From an optimization exercise on the open Yosys and OpenROAD flow, aimed at small area; shortcuts taken in it are not production practice.
In this exercise RTL edits were held to simulation tests only and were not proved equivalent to the original.
Power is estimated from default activity; no workload was simulated.

==> design.v <==
`timescale 1ns/1ns
module ALU_fa (
    input  logic x,
    input  logic y,
    input  logic ci,
    output logic s,
    output logic co
);
    assign s  = x ^ y ^ ci;
    assign co = (x & y) | (ci & (x ^ y));
endmodule
module ALU_mx (
    input  logic s,
    input  logic x,
    input  logic sel,
    input  logic nsel,
    output logic xo_n
);
    assign xo_n = ~((s | nsel) & (x | sel));
endmodule
module ALU_inv (
    input  logic a,
    output logic y
);
    assign y = ~a;
endmodule
module ALU_bs (
    input  logic b,
    input  logic nsh,
    input  logic pa,
    input  logic pb,
    output logic bs
);
    assign bs = (b & nsh) | (pa & pb);
endmodule
module ALU_yb (
    input  logic       a,
    input  logic       bs,
    input  logic [3:0] lut,
    output logic       y
);
    assign y = lut[{a, bs}];
endmodule
module ALU_nor2 (
    input  logic a,
    input  logic b,
    output logic y
);
    assign y = ~(a | b);
endmodule
module ALU_a22o (
    input  logic a1,
    input  logic a2,
    input  logic b1,
    input  logic b2,
    output logic x
);
    assign x = (a1 & a2) | (b1 & b2);
endmodule
module ALU_o21a (
    input  logic a1,
    input  logic a2,
    input  logic b1,
    output logic x
);
    assign x = (a1 | a2) & b1;
endmodule
module ALU_o21ai (
    input  logic a1,
    input  logic a2,
    input  logic b1,
    output logic y
);
    assign y = ~((a1 | a2) & b1);
endmodule
module ALU_o211a (
    input  logic a1,
    input  logic a2,
    input  logic b1,
    input  logic c1,
    output logic x
);
    assign x = (a1 | a2) & b1 & c1;
endmodule
module ALU_ob (
    input  logic x,
    input  logic selx,
    input  logic q,
    input  logic selq,
    input  logic r,
    input  logic hold,
    output logic d
);
    assign d = (selx & x) | (selq & q) | (hold & r);
endmodule
module ALU_and2 (
    input  logic a,
    input  logic b,
    output logic y
);
    assign y = a & b;
endmodule
module ALU_nand2 (
    input  logic a,
    input  logic b,
    output logic y
);
    assign y = ~(a & b);
endmodule
module ALU_a21o (
    input  logic a1,
    input  logic a2,
    input  logic b1,
    output logic x
);
    assign x = (a1 & a2) | b1;
endmodule
module ALU_c_a21o (
    input  logic A1,
    input  logic A2,
    input  logic B1,
    output logic X
);
    assign X = (A1&A2) | (B1);
endmodule
module ALU_c_a22o (
    input  logic A1,
    input  logic A2,
    input  logic B1,
    input  logic B2,
    output logic X
);
    assign X = (B1&B2) | (A1&A2);
endmodule
module ALU_c_and2 (
    input  logic A,
    input  logic B,
    output logic X
);
    assign X = (A&B);
endmodule
module ALU_c_and3 (
    input  logic A,
    input  logic B,
    input  logic C,
    output logic X
);
    assign X = (A&B&C);
endmodule
module ALU_c_inv (
    input  logic A,
    output logic Y
);
    assign Y = (~A);
endmodule
module ALU_c_nand2 (
    input  logic A,
    input  logic B,
    output logic Y
);
    assign Y = (~A) | (~B);
endmodule
module ALU_c_nand3 (
    input  logic A,
    input  logic B,
    input  logic C,
    output logic Y
);
    assign Y = (~A) | (~B) | (~C);
endmodule
module ALU_c_nand3b (
    input  logic A_N,
    input  logic B,
    input  logic C,
    output logic Y
);
    assign Y = (A_N) | (~B) | (~C);
endmodule
module ALU_c_nor2 (
    input  logic A,
    input  logic B,
    output logic Y
);
    assign Y = (~A&~B);
endmodule
module ALU_c_o211a (
    input  logic A1,
    input  logic A2,
    input  logic B1,
    input  logic C1,
    output logic X
);
    assign X = (A1&B1&C1) | (A2&B1&C1);
endmodule
module ALU_c_o21a (
    input  logic A1,
    input  logic A2,
    input  logic B1,
    output logic X
);
    assign X = (A1&B1) | (A2&B1);
endmodule
module ALU_c_o21ai (
    input  logic A1,
    input  logic A2,
    input  logic B1,
    output logic Y
);
    assign Y = (~A1&~A2) | (~B1);
endmodule
module ALU_c_or2 (
    input  logic A,
    input  logic B,
    output logic X
);
    assign X = (A) | (B);
endmodule
module ALU_c_or3 (
    input  logic A,
    input  logic B,
    input  logic C,
    output logic X
);
    assign X = (A) | (B) | (C);
endmodule
module ALU_dec(alu_op, shift_cnt, rst_n, cf_in, x0a, nsh, pa, pb, divm, mulm, narith0, cin0, lut, selx, selq, hold, ror);
  input [5:0] alu_op;
  wire [5:0] alu_op;
  input [4:0] shift_cnt;
  wire [4:0] shift_cnt;
  input rst_n;
  wire rst_n;
  input cf_in;
  wire cf_in;
  output x0a;
  wire x0a;
  output nsh;
  wire nsh;
  output [3:0] pa;
  wire [3:0] pa;
  output [3:0] pb;
  wire [3:0] pb;
  output divm;
  wire divm;
  output mulm;
  wire mulm;
  output narith0;
  wire narith0;
  output cin0;
  wire cin0;
  output [3:0] lut;
  wire [3:0] lut;
  output selx;
  wire selx;
  output selq;
  wire selq;
  output hold;
  wire hold;
  output ror;
  wire ror;
  wire _00_;
  wire _01_;
  wire _02_;
  wire _03_;
  wire _04_;
  wire _05_;
  wire _06_;
  wire _07_;
  wire _08_;
  wire _09_;
  wire _10_;
  wire _11_;
  wire _12_;
  wire _13_;
  wire _14_;
  wire _15_;
  wire _16_;
  wire _17_;
  wire _18_;
  wire _19_;
  wire _20_;
  wire _21_;
  wire _22_;
  wire _23_;
  wire _24_;
  wire _25_;
  wire _26_;
  wire _27_;
  wire _28_;
  wire _29_;
  wire _30_;
  wire _31_;
  wire _32_;
  wire _33_;
  wire _34_;
  wire _35_;
  wire _36_;
  wire o0;
  wire o1;
  wire o2;
  wire o3;
  wire o4;
  wire o5;
  ALU_c_inv _37_ (
    .A(alu_op[4]),
    .Y(_00_)
  );
  ALU_c_inv _38_ (
    .A(alu_op[1]),
    .Y(_01_)
  );
  ALU_c_or3 _39_ (
    .A(_01_),
    .B(alu_op[0]),
    .C(alu_op[4]),
    .X(_02_)
  );
  ALU_c_nand2 _40_ (
    .A(alu_op[2]),
    .B(_02_),
    .Y(_03_)
  );
  ALU_c_nor2 _41_ (
    .A(alu_op[3]),
    .B(alu_op[4]),
    .Y(_04_)
  );
  ALU_c_nor2 _42_ (
    .A(_03_),
    .B(_04_),
    .Y(divm)
  );
  ALU_c_inv _43_ (
    .A(alu_op[2]),
    .Y(_05_)
  );
  ALU_c_nand2 _44_ (
    .A(_05_),
    .B(_04_),
    .Y(_06_)
  );
  ALU_c_nor2 _45_ (
    .A(alu_op[1]),
    .B(alu_op[0]),
    .Y(_07_)
  );
  ALU_c_nor2 _46_ (
    .A(_06_),
    .B(_07_),
    .Y(_08_)
  );
  ALU_c_nor2 _47_ (
    .A(divm),
    .B(_08_),
    .Y(_09_)
  );
  ALU_c_o211a _48_ (
    .A1(alu_op[1]),
    .A2(_00_),
    .B1(_02_),
    .C1(_09_),
    .X(lut[1])
  );
  ALU_c_nor2 _49_ (
    .A(alu_op[1]),
    .B(alu_op[4]),
    .Y(_10_)
  );
  ALU_c_nand2 _50_ (
    .A(alu_op[0]),
    .B(_10_),
    .Y(_11_)
  );
  ALU_c_a21o _51_ (
    .A1(_02_),
    .A2(_11_),
    .B1(_06_),
    .X(_12_)
  );
  ALU_c_and2 _52_ (
    .A(_03_),
    .B(_12_),
    .X(_13_)
  );
  ALU_c_inv _53_ (
    .A(alu_op[3]),
    .Y(_14_)
  );
  ALU_c_nor2 _54_ (
    .A(_14_),
    .B(alu_op[4]),
    .Y(_15_)
  );
  ALU_c_nand2 _55_ (
    .A(alu_op[2]),
    .B(_15_),
    .Y(_16_)
  );
  ALU_c_nor2 _56_ (
    .A(alu_op[1]),
    .B(_04_),
    .Y(_17_)
  );
  ALU_c_o21ai _57_ (
    .A1(alu_op[0]),
    .A2(_00_),
    .B1(_17_),
    .Y(_18_)
  );
  ALU_c_and3 _58_ (
    .A(_09_),
    .B(_16_),
    .C(_18_),
    .X(lut[3])
  );
  ALU_c_o21a _59_ (
    .A1(alu_op[1]),
    .A2(alu_op[0]),
    .B1(lut[3]),
    .X(_19_)
  );
  ALU_c_o21ai _60_ (
    .A1(_13_),
    .A2(_19_),
    .B1(_11_),
    .Y(lut[0])
  );
  ALU_c_o21ai _61_ (
    .A1(alu_op[3]),
    .A2(alu_op[4]),
    .B1(_07_),
    .Y(_20_)
  );
  ALU_c_nand2 _62_ (
    .A(_13_),
    .B(_20_),
    .Y(lut[2])
  );
  ALU_c_nor2 _63_ (
    .A(shift_cnt[4]),
    .B(shift_cnt[3]),
    .Y(_21_)
  );
  ALU_c_nor2 _64_ (
    .A(_01_),
    .B(_05_),
    .Y(_22_)
  );
  ALU_c_nand2 _65_ (
    .A(alu_op[1]),
    .B(alu_op[2]),
    .Y(_23_)
  );
  ALU_c_and3 _66_ (
    .A(_02_),
    .B(_19_),
    .C(_23_),
    .X(mulm)
  );
  ALU_c_or2 _67_ (
    .A(divm),
    .B(mulm),
    .X(narith0)
  );
  ALU_c_and2 _68_ (
    .A(_15_),
    .B(narith0),
    .X(_24_)
  );
  ALU_c_nand2 _69_ (
    .A(_22_),
    .B(_24_),
    .Y(_25_)
  );
  ALU_c_and3 _70_ (
    .A(shift_cnt[2]),
    .B(_21_),
    .C(_25_),
    .X(pb[1])
  );
  ALU_c_o21ai _71_ (
    .A1(shift_cnt[0]),
    .A2(_22_),
    .B1(_24_),
    .Y(_26_)
  );
  ALU_c_nand2 _72_ (
    .A(shift_cnt[1]),
    .B(_23_),
    .Y(_27_)
  );
  ALU_c_nor2 _73_ (
    .A(_26_),
    .B(_27_),
    .Y(pa[3])
  );
  ALU_c_nor2 _74_ (
    .A(_26_),
    .B(pa[3]),
    .Y(pa[1])
  );
  ALU_c_inv _75_ (
    .A(shift_cnt[2]),
    .Y(_28_)
  );
  ALU_c_a22o _76_ (
    .A1(_28_),
    .A2(_21_),
    .B1(_22_),
    .B2(_24_),
    .X(pb[0])
  );
  ALU_c_o21ai _77_ (
    .A1(alu_op[3]),
    .A2(_22_),
    .B1(alu_op[4]),
    .Y(_29_)
  );
  ALU_c_nand3b _78_ (
    .A_N(alu_op[5]),
    .B(rst_n),
    .C(_29_),
    .Y(hold)
  );
  ALU_c_nor2 _79_ (
    .A(_25_),
    .B(hold),
    .Y(ror)
  );
  ALU_c_nor2 _80_ (
    .A(shift_cnt[0]),
    .B(_22_),
    .Y(_30_)
  );
  ALU_c_nand2 _81_ (
    .A(_24_),
    .B(_30_),
    .Y(_31_)
  );
  ALU_c_nor2 _82_ (
    .A(shift_cnt[1]),
    .B(_31_),
    .Y(pa[0])
  );
  ALU_c_inv _83_ (
    .A(_24_),
    .Y(nsh)
  );
  ALU_c_nand2 _84_ (
    .A(shift_cnt[4]),
    .B(_10_),
    .Y(_32_)
  );
  ALU_c_nand2 _85_ (
    .A(divm),
    .B(_32_),
    .Y(_33_)
  );
  ALU_c_nor2 _86_ (
    .A(hold),
    .B(_33_),
    .Y(selq)
  );
  ALU_c_nand3b _87_ (
    .A_N(shift_cnt[4]),
    .B(shift_cnt[3]),
    .C(_25_),
    .Y(_34_)
  );
  ALU_c_nor2 _88_ (
    .A(shift_cnt[2]),
    .B(_34_),
    .Y(pb[2])
  );
  ALU_c_nand3 _89_ (
    .A(alu_op[4]),
    .B(cf_in),
    .C(_07_),
    .Y(_35_)
  );
  ALU_c_nand2 _90_ (
    .A(_09_),
    .B(_35_),
    .Y(cin0)
  );
  ALU_c_o21ai _91_ (
    .A1(_14_),
    .A2(alu_op[4]),
    .B1(_23_),
    .Y(_36_)
  );
  ALU_c_o21ai _92_ (
    .A1(_19_),
    .A2(_36_),
    .B1(_16_),
    .Y(x0a)
  );
  ALU_c_nor2 _93_ (
    .A(divm),
    .B(hold),
    .Y(selx)
  );
  ALU_c_nor2 _94_ (
    .A(_28_),
    .B(_34_),
    .Y(pb[3])
  );
  ALU_c_and3 _95_ (
    .A(shift_cnt[1]),
    .B(_24_),
    .C(_30_),
    .X(pa[2])
  );
  assign o5 = alu_op[5];
  assign o4 = alu_op[4];
  assign o3 = alu_op[3];
  assign o2 = alu_op[2];
  assign o1 = alu_op[1];
  assign o0 = alu_op[0];
endmodule
module ALU (
    input  logic clk,
    input  logic rst_n,
    input  logic [5:0] alu_op,
    input  logic word,
    input  logic [15:0] a,
    input  logic [15:0] b,
    input  logic cf_in,
    input  logic [4:0] shift_cnt,
    output logic [15:0] result
);
    genvar k;
    logic       x0a, nsh, divm, mulm, narith0, cin0, selx, selq, hold, ror;
    logic [3:0] pa, pb, lut;
    ALU_dec u_dec (
        .alu_op(alu_op), .shift_cnt(shift_cnt), .rst_n(rst_n), .cf_in(cf_in),
        .x0a(x0a), .nsh(nsh), .pa(pa), .pb(pb), .divm(divm), .mulm(mulm),
        .narith0(narith0), .cin0(cin0), .lut(lut), .selx(selx), .selq(selq),
        .hold(hold), .ror(ror)
    );
    logic [15:0] bs, y, yn;
    generate
        for (k = 0; k < 16; k++) begin : g_y
            ALU_bs  u_bs (.b(b[k]), .nsh(nsh), .pa(pa[k % 4]), .pb(pb[k / 4]), .bs(bs[k]));
            ALU_yb  u_yb (.a(a[k]), .bs(bs[k]), .lut(lut), .y(y[k]));
            ALU_inv u_yn (.a(y[k]), .y(yn[k]));
        end
    endgenerate
    logic [16:0] hz;           
    assign hz[0] = divm;
    logic [15:0] x0;
    generate
        for (k = 0; k < 16; k++) begin : g_x0
            if (((15 - k) & 1) == 1) begin : g_n
                ALU_nand2 u_x0 (.a(a[k]), .b(x0a), .y(x0[k]));
            end else begin : g_p
                ALU_and2 u_x0 (.a(a[k]), .b(x0a), .y(x0[k]));
            end
        end
    endgenerate
    logic [15:0] xo [0:15];    
    logic [15:0] q;
    generate
        for (k = 15; k >= 0; k--) begin : g_row
            localparam int W = 16 - k;
            localparam logic P = 1'((15 - k) & 1);
            logic [W-1:0] xi, yi;
            logic [W:0]   c;
            logic         sel, nsel;
            if (k == 15) begin : g_first
                assign xi = x0[15];
            end else begin : g_next
                assign xi = {xo[k+1][15:k+1], x0[k]};
            end
            assign yi   = P ? yn[W-1:0] : y[W-1:0];
            assign c[0] = ((k == 0) ? cin0 : divm) ^ P;
            if (P) begin : g_ctl_n
                logic nma;
                if (k == 0) begin : g_h0
                    ALU_inv u_hz (.a(divm), .y(hz[k+1]));
                end else begin : g_h
                    ALU_nand2 u_hz (.a(hz[k]), .b(y[16-k]), .y(hz[k+1]));
                end
                ALU_nand2 u_ma (.a(mulm), .b(a[k]), .y(nma));
                if (k == 0) begin : g_s0
                    ALU_o211a u_s (.a1(c[W]), .a2(hz[k+1]), .b1(nma), .c1(narith0), .x(nsel));
                    ALU_inv u_sel (.a(nsel), .y(sel));
                end else begin : g_s
                    ALU_o21ai u_s (.a1(c[W]), .a2(hz[k+1]), .b1(nma), .y(sel));
                    ALU_inv u_nsel (.a(sel), .y(nsel));
                end
            end else begin : g_ctl_p
                ALU_nor2 u_hz (.a(hz[k]), .b(yn[16-k]), .y(hz[k+1]));
                ALU_a22o u_s (.a1(mulm), .a2(a[k]), .b1(c[W]), .b2(hz[k+1]), .x(sel));
                ALU_inv u_nsel (.a(sel), .y(nsel));
            end
            assign q[k] = sel;
            for (genvar j = 0; j < W; j++) begin : g_bit
                logic s;
                ALU_fa u_fa (.x(xi[j]), .y(yi[j]), .ci(c[j]), .s(s), .co(c[j+1]));
                ALU_mx u_mx (.s(s), .x(xi[j]), .sel(sel), .nsel(nsel), .xo_n(xo[k][k+j]));
            end
            if (k > 0) begin : g_lo
                assign xo[k][k-1:0] = '0;
            end
        end
    endgenerate
    logic [15:0] d;
    generate
        for (k = 0; k < 16; k++) begin : g_ob
            logic dk;
            ALU_ob u_ob (
                .x(xo[0][k]), .selx(selx), .q(q[k]), .selq(selq),
                .r(result[k]), .hold(hold), .d(dk)
            );
            if (k == 15) begin : g_ror
                ALU_a21o u_e (.a1(ror), .a2(a[0]), .b1(dk), .x(d[k]));
            end else begin : g_plain
                assign d[k] = dk;
            end
        end
    endgenerate
    always_ff @(posedge clk)
        result <= d;
endmodule
==> flow/run.sh <==
#!/bin/bash
# The standard layout (the standard.sh, unchanged synthesis), with the
# port buffers made from the smallest buffer cell instead of the default pick.
set -euo pipefail
export BUFFER_PORTS_ARGS="-buffer_cell sky130_fd_sc_hd__buf_1"
bash standard.sh > standard.log 2>&1
==> standard.sh <==
#!/bin/bash
# synth_recipe.tcl (not shown) runs the flow's synth.tcl, then flattens the netlist and writes it again
# the make line also repeats each setting of config.mk as NAME=value (left out here)
make -C /OpenROAD-flow-scripts/flow DESIGN_CONFIG=/design/flow/config.mk WORK_HOME=/design/flow/orfs CLKGATE_MAP_FILE= SYNTH_SCRIPT=/design/flow/synth_recipe.tcl "${@:-finish}"
==> config.mk <==
export PLATFORM = sky130hd
export DESIGN_NAME = ALU
export DESIGN_NICKNAME = ALU
export VERILOG_FILES = /design/flow/design.v
export SDC_FILE = /design/flow/constraint.sdc
export NUM_CORES = 4
export LEC_CHECK = 0
export CAP_MARGIN = 0
export CORE_MARGIN = 2
export CORE_UTILIZATION = 50
export CTS_BUF_LIST = sky130_fd_sc_hd__clkbuf_4
export CTS_CLUSTER_SIZE = 30
export PLACE_DENSITY = 0.6
export SLEW_MARGIN = 0
export SYNTH_HIERARCHICAL = 1
export SYNTH_MINIMUM_KEEP_SIZE = 0
==> constraint.sdc <==
create_clock -name core_clock -period 100.0 [get_ports {clk}]
set_input_delay 20.0000 -clock core_clock [delete_from_list [all_inputs] [get_ports {clk}]]
set_output_delay 20.0000 -clock core_clock [all_outputs]
set_load 0.01 [all_outputs]
==> impl_metrics.toml <==
[cts]
cts_buffer_depth = 2
post_cts.repair.setup_buffers = 0
root_buffer = "clkbuf_4"
cts_resized = 0
cts_tree = "yes"
cts_buffers = 3
htree_num_levels = 1
cts.clk_slew.worst_paths_ns = 0.10
cts_sinks = 16
clkLatencyLatePin_ns = 0.28
ctsHoldBuffers = 0

[drt]
viasPerCell = 6.78
ant_nets = 0
met3_length_mm = 1.16
drc = 0
routed_wl_mm = 16.7
highest_layer = "met4"
wl_per_cell_um = 23.6
via_count = 4809
wl_met1_mm = 7.41
dr.pass1.iters = 8
drt-initial-drc-count = 439
met2_length_mm = 7.96

[die]
core-area_sq_um = 10300
ioPinCount = 63
num_rows = 37
die_h_um = 107
die_w_um = 107
die_area_sq_um = 11500
start_util_pct = 51.5

[yosys]
synth_xor_area_share_pct = 0
synth-main-ff-cell = "dfxtp_1"
synth_fa_ha_area_share_pct = 51.2
synth_cells = 502
synth_top_area_cell = "fa_1"
synth.top_cell.area_share_pct = 51.2
synth_edf_count = 0
synthMuxAreaShare_pct = 6.78
ys_ff_latch = 16
synthDistinctLibCells = 19
syn_nets = 685
synth_compound_area_share_pct = 25.3
yosys-top-cells-count = "fa_1 (136), o22ai_1 (136), inv_1 (57)"
synth_async_sr_flop_share_pct = 0
yosys-top-cells-area = "fa_1 (51%), o22ai_1 (16%), mux4_2 (6.8%)"
ys_warn_count = 9
seq_area_frac_synth_pct = 6.03
synth_area_per_cell_sq_um = 10.6
syn_area_sq_um = 5310
synth_top_family_by_area = "adder cells"
synth-simple-area-share_pct = 6.64

[timing]
min_period_over_period_pct = 87.1
tightest_slew_ns = 1.22
drv_slew = 0
setup_viol = 0
timing.hold.ws_ns = 0.492
fmax_mhz = 11.5
fin_ws_ns = 12.88
relSlewSlack_pct = 18.5
final.setup.tns_ns = 0
post-route-min-period_ns = 87.12
hold_viol_final = 0
skew_ns = 0
rsz0062_at_grt = "no"

[setup_path]
start_kind = "input port"
cp.required_ns = 100.19
cpMaxStageDelayCell = "o21ai_1"
worst_setup_path_end_kind = "register"
worst-setup-path-type = "input port to register"
crit_fanout = 17
cp.arrival_ns = 87.30
cp_slowest_stage_delay_ns = 0.73
path_common_cell = "fa_1"

[cells_and_area]
largest_reg_flops = 16
largest_register = "result"
largestRegisters = "result: 16 flops"
antenna_cells = 0
drive_above_1_share_pct = 4.36
syn2layout_area_growth_pct = 8.86
nets = 757

[run]
cap_viol_max_count = 0

[grt]
grt_pass1_wl_mm = 27.1
grt_max_degree = 20
grt.overflow.total = 0
grt_antenna_before_repair = 0
track_usage_pct = 31.1
grt_pass1_vias = 4811

[pwr]
ir_drop_mv = 0.0101
cellPowerDensity_nw_per_um2 = 20.1
fin_total_pwr_mw = 0.116
power_leakage_nw = 2.10

[placed_design]
dp_hpwl_mm = 13.6
pre_cts_ws_ns = 13.16
globalplace.congestion = 0.947
port_buffers = 61

[min_path]
hp-class = "register to register"

[outcome]
status = "complete, no violations"
==> modules after synthesis, one instance, submodules excluded, excerpt <==
module / flip-flops and latches / cells / times used / cell area [sq um]
ALU_c_nand3: 0 / 1 / 1 / 5.00
ALU_nor2: 0 / 1 / 8 / 3.75
ALU_a22o: 0 / 1 / 8 / 8.76
ALU_c_and2: 0 / 1 / 2 / 6.26
ALU_bs: 0 / 1 / 16 / 8.76
ALU_c_nand3b: 0 / 1 / 2 / 7.51
ALU_mx: 0 / 1 / 136 / 6.26
ALU_c_a21o: 0 / 1 / 1 / 7.51
ALU_o211a: 0 / 1 / 1 / 10.0
ALU_c_inv: 0 / 1 / 6 / 3.75
ALU_inv: 0 / 1 / 33 / 3.75
==> cells in the final DEF (no fill, tap or decap), types with 14 or more instances in the layout <==
master    netlist  final
dfxtp_1        16     16
a22o_1         25     25
inv_1          57     57
a222oi_1       16     16
mux4_2         16     16
nor2_1         27     27
buf_1           0     61
fa_1          136    136
o21ai_1        14     14
o22ai_1       136    136
nand2_1        35     35
==> per-layer routing <==
| metal | vias up | track usage [%] |
|---|---|---|
| met5 | - | 0 |
| met4 | 0 | 4.17 |
| met3 | 23 | 3.95 |
| met2 | 205 | 48.6 |
| met1 | 2514 | 47.9 |
| li1 | 2067 | - |
==> final timing paths <==
| check | cells past startpoint | end | startpoint | slack, ns |
|---|---|---|---|---|
| worst min register to register | 2 | result[1] | result[1] | 0.49 |
| worst min-delay path | 2 | result[1] | result[1] | 0.49 |
| worst max-delay path | 197 | result[15] | alu_op[1] | 12.88 |
| worst max register to register | 3 | result[15] | result[15] | 99.08 |
==> worst max-delay path, delay by kind of cell <==
kind | cells | cell delay [ns]
adder cells (fa/ha/maj) | 120 | 48.18
AO/OA/AOI/OAI | 37 | 9.78
multiplexers | 1 | 0.39
buffers and inverters | 16 | 4.12
AND/OR/NAND/NOR | 23 | 4.75
==> power breakdown <==
group          leakage [nW]  switching [mW]  internal (mW)
Combinational          1.96          0.0602         0.0413
Clock                0.0154         0.00218        0.00145
Sequential            0.133         0.00167        0.00943
Total                  2.10          0.0641         0.0522
==> per-stage QoR <==
step	util [%]	instance area, sq um	std cells
floorplan	-	5310	502
global placement	55.8	5760	705
detailed placement	55.8	5760	705
CTS	56.0	5780	709
global route	56.0	5780	709
finish	56.0	5780	709
==> layout make-up <==
| class | instances | area, sq um |
|---|---|---|
| inverter | 57 | 214 |
| sequential | 16 | 320 |
| clock buffer | 3 | 22.5 |
| fill | 957 | 4540 |
| timing repair buffer | 67 | 274 |
| clock inverter | 1 | 3.75 |
| tap | 136 | 170 |
| multi-input combinational | 429 | 4780 |
==> cell families (layout without fill, tap and decap cells) <==
| kind of cell | after synthesis | after routing |
|---|---|---|
| and+or+nand+nor | 81 | 81 |
| DFF | 16 | 16 |
| AOI/OAI and AO/OA | 196 | 196 |
| adders and majority gates | 136 | 136 |
| muxes | 16 | 16 |
| buffers and inverters | 57 | 128 |

## static timing again, ports no longer ideal
No port has a modelled driver above. Below, the same layout with a new extraction and two added sets of constraints. Step 1 (the two cells are an assumption about what drives the block):
set clk [get_ports {clk}]
set_driving_cell -lib_cell sky130_fd_sc_hd__clkbuf_16 $clk
set_driving_cell -lib_cell sky130_fd_sc_hd__buf_2 [delete_from_list [all_inputs] $clk]
Step 2 adds t to the input delays and takes it off the output delays; t is the mean of the earliest and latest rising clock arrival at the registers after step 1. Input paths then give back, and output paths get back, about the clock's delay inside the block. Slacks: ideal / step 1 / step 2; pairs: ideal / step 1.
t, ns: 0.305
setup WS [ns]: 12.885 / 12.882 / 12.577
latest minus earliest clock arrival (ns): 0.007 / 0.007
pins driven straight from the clock port: 1
After both steps setup and hold are still met in this run. The setup slack of this run moves by -0.003 ns with the drivers and by -0.308 ns with both steps.
